This is an optimization exercise on Yosys and OpenROAD, whose aim is small area, not a production implementation.
Function was checked by simulation only, so behaviour that the tests miss may differ from the original.
Power is estimated from default activity; no workload was simulated.

==> design/flow/run.sh <==
#!/bin/bash
# synth_recipe.tcl (not shown) runs the flow's synth.tcl, then flattens the netlist and writes it again
# the make line also repeats each setting of config.mk as NAME=value (left out here)
make -C /OpenROAD-flow-scripts/flow DESIGN_CONFIG=/design/flow/config.mk WORK_HOME=/design/flow/orfs CLKGATE_MAP_FILE= SYNTH_SCRIPT=/design/flow/synth_recipe.tcl finish
==> design/flow/config.mk <==
export PLATFORM = sky130hd
export DESIGN_NAME = LCD
export DESIGN_NICKNAME = LCD
export VERILOG_FILES = /design/flow/design.v
export SDC_FILE = /design/flow/constraint.sdc
export NUM_CORES = 4
export LEC_CHECK = 0
export CAP_MARGIN = 20
export CORE_MARGIN = 2
export CORE_UTILIZATION = 40
export SLEW_MARGIN = 20
==> design/flow/constraint.sdc <==
create_clock -name core_clock -period 20.0 [get_ports {clock}]
set_input_delay 4.0000 -clock core_clock [delete_from_list [all_inputs] [get_ports {clock}]]
set_output_delay 4.0000 -clock core_clock [all_outputs]
set_load 0.01 [all_outputs]
==> design/flow/design.v <==
`timescale 1ns / 1ps
module LCD(
    input clock, 
    input reset, 
    output LCD_E, 
    output LCD_RS, 
    output LCD_RW, 
    output [3:0] SF_D, 
    output SF_CE0  
    );
    assign SF_CE0 = 1'b1;
    assign LCD_RW = 1'b0;
    parameter DISPLAY_IDLE = 11'b0_0000_0000_01,
              FUNCTION_SET = 11'b0_0000_0000_10,
              ENTRY_MODE_SET = 11'b0_0000_0001_00,
              DISPLAY_ON_OFF = 11'b0_0000_0010_00,
              CLEAR_DISPLAY = 11'b0_0000_0100_00,
              CLEAR_WAIT_1_64MS = 10'b0_0000_1000_00,
              SET_DD_RAM_ADDRESS = 11'b0_0001_0000_00,
              WRITE_LINE_1 = 11'b0_0010_0000_00,
              WAIT_40US_TO_LINE_2 = 11'b0_0100_0000_00,
              WRITE_LINE_2 = 11'b0_1000_0000_00,
              DISPLAY_DONE = 11'b1_0000_0000_00
              ;
    reg [10:0] display_state;
    reg is_init;
    always @(*)
    begin
        case(display_state)
            DISPLAY_IDLE: is_init = 1'b1;
            FUNCTION_SET,
            ENTRY_MODE_SET,
            DISPLAY_ON_OFF,
            CLEAR_DISPLAY,
            CLEAR_WAIT_1_64MS,
            SET_DD_RAM_ADDRESS,
            WRITE_LINE_1,
            WAIT_40US_TO_LINE_2,
            WRITE_LINE_2,
            DISPLAY_DONE: is_init = 1'b0;
            default: is_init = 1'b0;
        endcase
    end
    reg LCD_E_,
        LCD_E_init,
        LCD_RS_;
    reg [3:0] SF_D_,
              SF_D_init;
    assign LCD_E = (is_init) ? LCD_E_init : LCD_E_,
           LCD_RS = LCD_RS_;
    assign SF_D = (is_init) ? SF_D_init : SF_D_;
    parameter INIT_IDLE = 11'b0_0000_0000_01,
              WAIT_15MS = 11'b0_0000_0000_10,
              WRITE_1 = 11'b0_0000_0001_00,
              WAIT_4_1MS = 11'b0_0000_0010_00,
              WRITE_2 = 11'b0_0000_0100_00,
              WAIT_100UM = 10'b0_0000_1000_00,
              WRITE_3 = 11'b0_0001_0000_00,
              WAIT_40UM_1 = 11'b0_0010_0000_00,
              WRITE_4 = 11'b0_0100_0000_00,
              WAIT_40UM_2 = 11'b0_1000_0000_00,
              INIT_DONE = 11'b1_0000_0000_00
              ;
    reg [10:0] init_state;
    reg [19:0] init_cnt;
    reg init_done; 
    reg init_begin;
    always @(posedge clock)
    begin
        if(reset)
        begin
            init_state <= INIT_IDLE;
            SF_D_init <= 4'b0;
            LCD_E_init <= 0;
            init_cnt <= 1'b0;
            init_done <= 1'b0;
        end
        else
        begin
            case (init_state)
                INIT_IDLE:
                    begin
                        LCD_E_init <= 0;
                        init_done <= 1'b0;
                        if(init_begin)
                            init_state <= WAIT_15MS;
                        else
                            init_state <= INIT_IDLE;
                    end
                WAIT_15MS:
                    begin
                        LCD_E_init <= 0;
                        if(init_cnt < 750000)
                        begin
                            SF_D_init <= 4'h0;
                            init_cnt <= init_cnt + 1;
                            init_state <= WAIT_15MS;
                        end
                        else
                        begin
                            init_cnt <= 0;
                            init_state <= WRITE_1;
                        end
                    end
                WRITE_1:
                    begin
                        SF_D_init <= 4'h3;
                        LCD_E_init <= 1'b1;  
                        if(init_cnt < 12)
                        begin
                            init_cnt <= init_cnt + 1;
                            init_state <= WRITE_1;
                        end
                        else
                        begin
                            init_cnt <= 0;
                            init_state <= WAIT_4_1MS;
                        end
                    end
                WAIT_4_1MS:
                    begin
                        LCD_E_init <= 1'b0;
                        if(init_cnt < 205000)
                        begin
                            init_cnt <= init_cnt + 1;
                            init_state <= WAIT_4_1MS;
                        end
                        else
                        begin
                            init_cnt <= 0;
                            init_state <= WRITE_2;
                        end
                    end
                WRITE_2:
                    begin
                        SF_D_init <= 4'h3;
                        LCD_E_init <= 1'b1;  
                        if(init_cnt < 12)
                        begin
                            init_cnt <= init_cnt + 1;
                            init_state <= WRITE_2;
                        end
                        else
                        begin
                            init_cnt <= 0;
                            init_state <= WAIT_100UM;
                        end
                    end
                WAIT_100UM:
                    begin
                        LCD_E_init <= 1'b0;
                        if(init_cnt < 5000)
                        begin
                            init_cnt <= init_cnt + 1;
                            init_state <= WAIT_100UM;
                        end
                        else
                        begin
                            init_cnt <= 0;
                            init_state <= WRITE_3;
								end
                    end
                WRITE_3:
                    begin
                        SF_D_init <= 4'h3;
                        LCD_E_init <= 1'b1;  
                        if(init_cnt < 12)
                        begin
                            init_cnt <= init_cnt + 1;
                            init_state <= WRITE_3;
                        end
                        else
                        begin
                            init_cnt <= 0;
                            init_state <= WAIT_40UM_1;
                        end
                    end
                WAIT_40UM_1:
                    begin
                        LCD_E_init <= 1'b0;
                        if(init_cnt < 2000)
                        begin
                            init_cnt <= init_cnt + 1;
                            init_state <= WAIT_40UM_1;
                        end
                        else
                        begin
                            init_cnt <= 0;
                            init_state <= WRITE_4;
								end
                    end
                WRITE_4:
                    begin
                        SF_D_init <= 4'h2;
                        LCD_E_init <= 1'b1;  
                        if(init_cnt < 12)
                        begin
                            init_cnt <= init_cnt + 1;
                            init_state <= WRITE_4;
                        end
                        else
                        begin
                            init_cnt <= 0;
                            init_state <= WAIT_40UM_2;
                        end
                    end
                WAIT_40UM_2:
                    begin
                        LCD_E_init <= 1'b0;
                        if(init_cnt < 2000)
                        begin
                            init_cnt <= init_cnt + 1;
                            init_state <= WAIT_40UM_2;
                        end
                        else
                        begin
                            init_cnt <= 0;
                            init_state <= INIT_DONE;
								end
                    end
                INIT_DONE:
                    begin
                        init_done <= 1'b1;
                        init_state <= INIT_DONE;
                        SF_D_init <= 4'b0;
                        LCD_E_init <= 1'B0;
                    end
                default:
                    begin
                        init_state <= INIT_IDLE;
                        SF_D_init <= 4'b0;
                        LCD_E_init <= 1'B0;
                        init_done <= 1'b0;
                        init_cnt <= 1'b0;
                    end
            endcase
        end
    end
    reg [16:0] display_cnt;
    reg display_done;
    reg [3:0] cnt_line_1,
              cnt_line_2;
    reg [7:0] character_8bit;
	reg text_ctrl;
    reg [7:0] text_line_1;
    reg [7:0] text_line_2;
    always @(posedge clock)
    begin
        if(reset)
        begin
            display_state <= DISPLAY_IDLE;
            cnt_line_1 <= 1'b0;
            cnt_line_2 <= 1'b0;
            display_cnt <= 1'b0;
            text_ctrl <= 1'b0;
            init_begin <= 1'b0;
            character_8bit <= 8'b0;
            LCD_RS_ <= 1'b0;
        end
        else
        begin
            case(display_state)
                DISPLAY_IDLE:
                    begin
                        init_begin <= 1'b1;
                        text_ctrl <= 1'b0;
                        if(init_done)
                        begin
                            display_state <= FUNCTION_SET;
                            cnt_line_1 <= 1'b0;
                            cnt_line_2 <= 1'b0;
                        end
                        else
                        begin
                            display_state <= DISPLAY_IDLE;
                        end
                    end
                FUNCTION_SET:
                    begin
                        character_8bit <= 8'h28;
                        LCD_RS_ <= 1'b0;  
                        text_ctrl <= 1'b1;
                        if(display_cnt <= 2084)
                        begin
                            display_cnt <= display_cnt + 1;
                            display_state <= FUNCTION_SET;
                        end
                        else
                        begin
                            display_state <= ENTRY_MODE_SET;
                            display_cnt <= 1'b0;
                        end
                    end
                ENTRY_MODE_SET:
                    begin
                        character_8bit <= 8'h06;
                        LCD_RS_ <= 1'b0;  
                        text_ctrl <= 1'b1;
                        if(display_cnt <= 2084)
                        begin
                            display_cnt <= display_cnt + 1;
                            display_state <= ENTRY_MODE_SET;
                        end
                        else
                        begin
                            display_state <= DISPLAY_ON_OFF;
                            display_cnt <= 1'b0;
                        end
                    end
                DISPLAY_ON_OFF:
                    begin
                        character_8bit <= 8'h0c;
                        LCD_RS_ <= 1'b0;  
                        text_ctrl <= 1'b1;
                        if(display_cnt <= 2084)
                        begin
                            display_cnt <= display_cnt + 1;
                            display_state <= DISPLAY_ON_OFF;
                        end
                        else
                        begin
                            display_state <= CLEAR_DISPLAY;
                            display_cnt <= 1'b0;
                        end
                    end
                CLEAR_DISPLAY:
                    begin
                        character_8bit <= 8'b1;
                        LCD_RS_ <= 1'b0;  
                        text_ctrl <= 1'b1;
                        if(display_cnt <= 2084)
                        begin
                            display_cnt <= display_cnt + 1;
                            display_state <= CLEAR_DISPLAY;
                        end
                        else
                        begin
                            display_state <= CLEAR_WAIT_1_64MS;
                            display_cnt <= 1'b0;
                        end
                    end
                CLEAR_WAIT_1_64MS:
                    begin
                        text_ctrl <= 1'b0;
                        if(display_cnt <= 82000)
                        begin
                            display_state <= CLEAR_WAIT_1_64MS;
                            display_cnt <= display_cnt + 1;
                        end
                        else
                        begin
                            display_state <= SET_DD_RAM_ADDRESS;
                            display_cnt <= 1'b0;
                        end
                    end
                SET_DD_RAM_ADDRESS:
                    begin
                        character_8bit <= 8'b1000_0000;
                        LCD_RS_ <= 1'b0;  
                        text_ctrl <= 1'b1;
                        if(display_cnt <= 2084)
                        begin
                            display_cnt <= display_cnt + 1;
                            display_state <= SET_DD_RAM_ADDRESS;
                        end
                        else
                        begin
                            display_state <= WRITE_LINE_1;
                            display_cnt <= 1'b0;
                            cnt_line_1 <= 0;
                        end
                    end
                WRITE_LINE_1:
                    begin
                        character_8bit <= text_line_1;
                        LCD_RS_ <= 1'b1;  
                        text_ctrl <= 1'b1;
                        if(display_cnt <= 2084)
                        begin
                            display_state <= WRITE_LINE_1;
                            display_cnt <= display_cnt + 1;
                        end
                        else if(cnt_line_1 < 14)
                        begin
                            display_state <= WRITE_LINE_1;
                            cnt_line_1 <= cnt_line_1 + 1;
                            display_cnt <= 1'b0;
                        end
                        else
                        begin
                            display_state <= WAIT_40US_TO_LINE_2;
                            cnt_line_1 <= 0;
                            display_cnt <= 1'b0;
                        end
                    end
                WAIT_40US_TO_LINE_2:
                    begin
                        character_8bit <= 8'b1100_0000;
                        LCD_RS_ <= 1'b0;  
                        text_ctrl <= 1'b1;
                        if(display_cnt <= 2084)
                        begin
                            display_cnt <= display_cnt + 1;
                            display_state <= WAIT_40US_TO_LINE_2;
                        end
                        else
                        begin
                            display_state <= WRITE_LINE_2;
                            cnt_line_2 <= 0;
                            display_cnt <= 1'b0;
                        end
                    end
                WRITE_LINE_2:
                    begin
                        character_8bit <= text_line_2;
                        LCD_RS_ <= 1'b1;  
                        text_ctrl <= 1'b1;
                        if(display_cnt <= 2084)
                        begin
                            display_state <= WRITE_LINE_2;
                            display_cnt <= display_cnt + 1;
                        end
                        else if(cnt_line_2 < 11)
                        begin
                            display_state <= WRITE_LINE_2;
                            cnt_line_2 <= cnt_line_2 + 1;
                            display_cnt <= 1'b0;
                        end
                        else
                        begin
                            display_state <= DISPLAY_DONE;
                            cnt_line_2 <= 0;
                            display_cnt <= 1'b0;
                        end
                    end
                DISPLAY_DONE:
                    begin
                        text_ctrl <= 1'b0;
                        display_state <= DISPLAY_DONE;
                    end
                default:
                    begin
                        display_state <= DISPLAY_IDLE;
                        cnt_line_1 <= 1'b0;
                        cnt_line_2 <= 1'b0;
                        display_cnt <= 1'b0;
                        text_ctrl <= 1'b0;
                    end
            endcase
        end
    end
    parameter TEXT_IDLE = 7'b0000_001,
              UPPER_4BIT = 7'b0000_010,
              UPPER_ENABLE_230NS = 7'b0000_100,
              UP_TO_LOW_1US = 7'b0001_000,
              LOWER_4BIT = 7'b0010_000,
              LOWER_ENABLE_230NS = 7'b0100_000,
              BETWEEN_40US = 7'b1000_000
              ;
    reg [6:0] text_state;
    reg [10:0] text_cnt;
    always @(posedge clock)
    begin
        if(reset)
        begin
            LCD_E_ <= 1'b0;
            SF_D_ <= 4'b0;
            text_state <= TEXT_IDLE;
            text_cnt <= 1'b0;
        end
        else
        begin
            case(text_state)
                TEXT_IDLE:
                    begin
                        LCD_E_ <= 1'b0;
                        SF_D_ <= 4'b0;
                        text_cnt <= 1'b0;
                        if(text_ctrl)
                        begin
                            text_state <= UPPER_4BIT;
                        end
                        else
                        begin
                            text_state <= TEXT_IDLE;
                        end
                    end
                UPPER_4BIT:
                    begin
                        SF_D_ <= character_8bit[7:4];
                        if(text_cnt < 2)
                        begin
                            LCD_E_ <= 1'b0;
                            text_state <= UPPER_4BIT;
                            text_cnt <= text_cnt + 1;
                        end
                        else
                        begin
                            LCD_E_ <= 1'b1;
                            text_state <= UPPER_ENABLE_230NS;
                            text_cnt <= 1'b0;
                        end
                    end
                UPPER_ENABLE_230NS:
                    begin
                        SF_D_ <= character_8bit[7:4];
                        if(text_cnt < 12)
                        begin
                            LCD_E_ <= 1'b1;
                            text_state <= UPPER_ENABLE_230NS;
                            text_cnt <= text_cnt + 1;
                        end
                        else
                        begin
                            LCD_E_ <= 1'b0;
                            text_state <= UP_TO_LOW_1US;
                            text_cnt <= 1'b0;
                        end
                    end
                UP_TO_LOW_1US:
                    begin
                        LCD_E_ <= 1'b0;
                        if(text_cnt < 50)
                        begin
                            text_state <= UP_TO_LOW_1US;
                            text_cnt <= text_cnt + 1;
                        end
                        else
                        begin
                            text_state <= LOWER_4BIT;
                            text_cnt <= 1'b0;
                        end
                    end
                LOWER_4BIT:
                    begin
                        SF_D_ <= character_8bit[3:0];
                        if(text_cnt < 2)
                        begin
                            LCD_E_ <= 1'b0;
                            text_state <= LOWER_4BIT;
                            text_cnt <= text_cnt + 1;
                        end
                        else
                        begin
                            LCD_E_ <= 1'b1;
                            text_state <= LOWER_ENABLE_230NS;
                            text_cnt <= 1'b0;
                        end
                    end
                LOWER_ENABLE_230NS:
                    begin
                        SF_D_ <= character_8bit[3:0];
                        if(text_cnt < 12)
                        begin
                            LCD_E_ <= 1'b1;
                            text_state <= LOWER_ENABLE_230NS;
                            text_cnt <= text_cnt + 1;
                        end
                        else
                        begin
                            LCD_E_ <= 1'b0;
                            text_state <= BETWEEN_40US;
                            text_cnt <= 1'b0;
                        end
                    end
                BETWEEN_40US:
                    begin
                        LCD_E_ <= 1'b0;
                        if(text_cnt <= 2000)
                        begin
                            text_state <= BETWEEN_40US;
                            text_cnt <= text_cnt + 1;
                        end
                        else
                        begin
                            text_state <= TEXT_IDLE;  
                            text_cnt <= 1'b0;
                        end
                    end
                default:
                    begin
                        LCD_E_ <= 1'b0;
                        SF_D_ <= 4'b0;
                        text_state <= TEXT_IDLE;
                        text_cnt <= 1'b0;
                    end
            endcase
        end
    end
    always @(*)
    begin
        case (cnt_line_1)
            0:	text_line_1 = 8'b0101_0011;		 
			1:	text_line_1	= 8'b0111_0000;		 
			2:	text_line_1 = 8'b0110_0001;		 
			3:	text_line_1	= 8'b0111_0010;		 
			4:	text_line_1	= 8'b0111_0100;		 
			5:	text_line_1	= 8'b0110_0001;		 
			6:	text_line_1	= 8'b0110_1110;		 
			7:	text_line_1	= 8'b0010_1101;		 
			8:	text_line_1	= 8'b0011_0011;		 
			9:	text_line_1	= 8'b0100_0101;		 
			10: text_line_1	= 8'b0010_0000;
			11:	text_line_1	= 8'b0100_0110;		 
			12: text_line_1 = 8'b0101_0000;		 
			13: text_line_1 = 8'b0100_0111;		 
			14: text_line_1 = 8'b0100_0001;		 
			default: text_line_1 = 8'b0;
        endcase
    end
    always @(*)
	begin
		case ( cnt_line_2 )  
			0:	text_line_2 = 8'b0100_0110;		 
			1:	text_line_2 = 8'b0101_0000;		 
			2:	text_line_2 = 8'b0100_0111;		 
			3:	text_line_2 = 8'b0100_0001;		 
			4:	text_line_2 = 8'b0010_0000;
			5:	text_line_2 = 8'b0101_0011;		 
			6:	text_line_2 = 8'b0111_0100;		 
			7:	text_line_2 = 8'b0110_0001;		 
			8:	text_line_2 = 8'b0111_0010;		 
			9:	text_line_2 = 8'b0111_0100;		 
			10:	text_line_2 = 8'b0110_0101;		 
			11:	text_line_2 = 8'b0111_0010;		 
			default:text_line_2 = 8'b0;
		endcase
	end
endmodule
==> run summary <==
==> worst register-to-register path, stage by stage, from the launching register on <==
cell	delay, ns
dfxtp_1	0.38
or4_4	0.61
nor4_2	0.59
and3_1	0.31
or4_1	0.45
mux2i_4	0.39
inv_1	0.10
ha_1	0.20
mux2_4	0.26
mux2_4	0.25
==> how the worst max path moves through the flow <==
stage                                 from              to  slack (ns)
after floorplan                      reset  text_line_2[1]       14.11
after global placement    display_state[5]         SF_D[0]       13.50
final                     display_state[5]         SF_D[0]       13.05
after CTS                 display_state[5]         SF_D[0]       13.03
after global routing      display_state[5]         SF_D[0]       12.84
after detailed placement  display_state[5]         SF_D[0]       13.47
==> routing by layer <==
metal  global-route usage  vias up
met5                    0        -
met4               0.0632        0
met3               0.0346       18
met2                0.266      111
met1                0.257     2760
li1                     -     3026
==> power breakdown <==
part	internal, µW	leakage, µW	switching, µW
registers	236	0.000951	0.743
clock network	168	0.000255	100
logic	3.66	0.00143	9.18
total	408	0.00264	110
==> cell type report <==
cell class,count,share of cell area
multi-input combinational,642,0.549
sequential,118,0.320
clock buffer,25,0.0671
tap,220,0.0373
timing repair buffer,12,0.0139
inverter,20,0.0102
clock inverter,4,0.00305
==> flip-flops by register name, summed over array words and instances, names as in the netlist, 6 cells and up <==
name and count:
display_state 11, text_state 7, text_cnt 11, character_8bit 8, text_line_2 6, display_cnt 17, init_state 11, text_line_1 7
init_cnt 20
==> synth_stat cells (16+ instances only) <==
master / instances
or3_1: 17
dfxtp_1: 118
nor3_1: 18
nand2_1: 79
and3_1: 16
nand3_1: 43
inv_1: 20
nor2_1: 84
clkbuf_1: 33
o21ai_0: 21
nand2b_1: 16
a21oi_1: 46
nor4_1: 22
==> logic make-up (layout without fill, tap and decap cells) <==
family,count (synthesis),in the layout,share of synthesized area
simple gates,416,416,0.337
compound gates,171,171,0.179
flops,118,118,0.352
buf+inv,70,61,0.0448
xor+xnor,20,20,0.0261
mux,18,18,0.0315
fa+ha+maj,15,15,0.0280
other cells,2,2,0.00112
==> stage by stage <==
step	worst slack (ns)	cells	util	total power, µW	area, µm²
finish	13.05	1041	0.449	518	7390
global route	12.84	1041	0.449	535	7390
CTS	13.03	1041	0.448	523	7380
detailed placement	13.47	1012	0.416	254	6860
global placement	13.50	1012	0.416	255	6860
floorplan	14.11	830	-	251	6710
==> results.tsv <==
metric	value	unit
status	finished clean	
power_leakage	0.00264	µW
slew_viol_final	0	
gp_congestion	0.905	
hpwl	10800	µm
syn_inst	830	
path_buf_inv	1	
layout-drive-gt1-share	0.0792	
ant_nets	0	
synth_top_cells_by_area	dfxtp_1 (35%), nor2_1 (4.7%), nand2_1 (4.4%), a21oi_1 (3.4%), nand3_1 (3.2%)	
drt_iter0_drc	519	
min_to	character_8bit[4]	
grt_pass1_wl	26100	µm
start_kind	flip-flop	
wl_met3	615	µm
power_density	70.1	nW/µm²
cts_tree	done	
wl_met2	6580	µm
ys_ff_latch	118	
whs	0.453	ns
htreeDepth	4	
wl_per_cell	14.8	µm
grt_setup_unrepaired	false	
wl_met1	7970	µm
worstPathCellList	nor4_1, nand4_1, mux2_2, clkdlybuf4s50_1	
syn_to_final_growth	10.2	%
numCtsBuffers	17	
insertion_delay	0.41	ns
grt_max_degree	69	
root_buffer	clkbuf_16	
dieArea	17800	µm²
synth_cell_types	81	
grt_pass1_vias	5274	
synth.top_cell.area_share	0.352	
diodes	0	
std_cell_rows	47	
syn-num-nets	847	
hold_start	character_8bit[4]	
cts.path.max_buffers	2	
synth_flop_cell	dfxtp_1	
cp_top_family	simple AND/OR/NAND/NOR gates	
r2r_start	display_state[1]	
numClockSinks	118	
avgSynthCellArea	8.08	µm²
maxUsedRoutingLayer	met4	
grtUsageTotal	0.179	
critical-path-max-stage-delay	0.71	ns
min_delay_path_depth	2	
relSlewSlack	0.347	
synth_edf_count	0	
post-route-period-util	0.347	
holdCritPathClass	reg -> reg	
post_cts_resized	0	
num_vias	5915	
clock_skew	0.0109	ns
critPathSlowestCell	nor4_1	
min_period	6.95	ns
rrSetupSlack	16.35	ns
yosysWarnings	1	
cp_num_cells	4	
reg2regPathDepth	9	
path_max_fanout	10	
setup_tns	0	ns
worst_pin_slew	0.971	ns
worstSetupPathType	reg -> out	
mostFrequentLayoutCell	dfxtp_1	
r2r-end	text_line_1[1]	
cts_setup_buffers	0	
antenna_found_initial	0	
drc	0	
synth_top_cell_by_area	dfxtp_1	
drt-total-wl	15400	µm
fp.dieW	133	µm
postCtsHoldBufs	0	
cp_data_arrival_time	2.95	ns
fill_cells	1659	
maxCapViolations	0	
multi_input_area	4050	µm²
syn_area	6710	µm²
setup.worst_path.end_class	output port	
io_pins	10	
core	16500	µm²
fmax	0.144	GHz
peakVddDrop	0.0577	mV
yosysSeqAreaShare	0.352	
seq_area	2360	µm²
port_buffers	7	
via_per_inst	5.68	
drt_first_pass_iters	5	
layout_common_cells	dfxtp_1 (118), nor2_1 (84), nand2_1 (79)	
fin_nets	828	
die_height	133	µm
hold_violations	0	
finalSetupViolCount	0	
path_clk_slew	0.05	ns
async_reset_ff_frac	0	
start_util	0.407	
crit_required	16.00	ns
overflow	0	

## afterwards: timing with drivers on the ports
Ports are ideal in the flow. The routed layout listed here was re-timed in OpenROAD.
Step 1 (the two cells are an assumption about what drives the block):
set clk [get_ports {clock}]
set_driving_cell -lib_cell sky130_fd_sc_hd__clkbuf_16 $clk
set_driving_cell -lib_cell sky130_fd_sc_hd__buf_2 [delete_from_list [all_inputs] $clk]
Step 2 also shifts input and output timing later by t, the mid clock arrival at the registers, as if the neighbouring blocks saw the same clock.
Slacks: no drivers / after step 1 / after step 2; pairs: no drivers / after step 1.
t (ns): 0.461
setup slack, ns: 13.051 / 12.999 / 13.460
hold slack, ns: 0.453 / 0.453 / 0.453
worst setup path after step 2: register to output
pins driven straight from the clock port: 1
After both steps setup and hold are still met in this run. For this run, drivers alone change the setup slack by -0.052 ns; drivers and shift together by +0.409 ns.
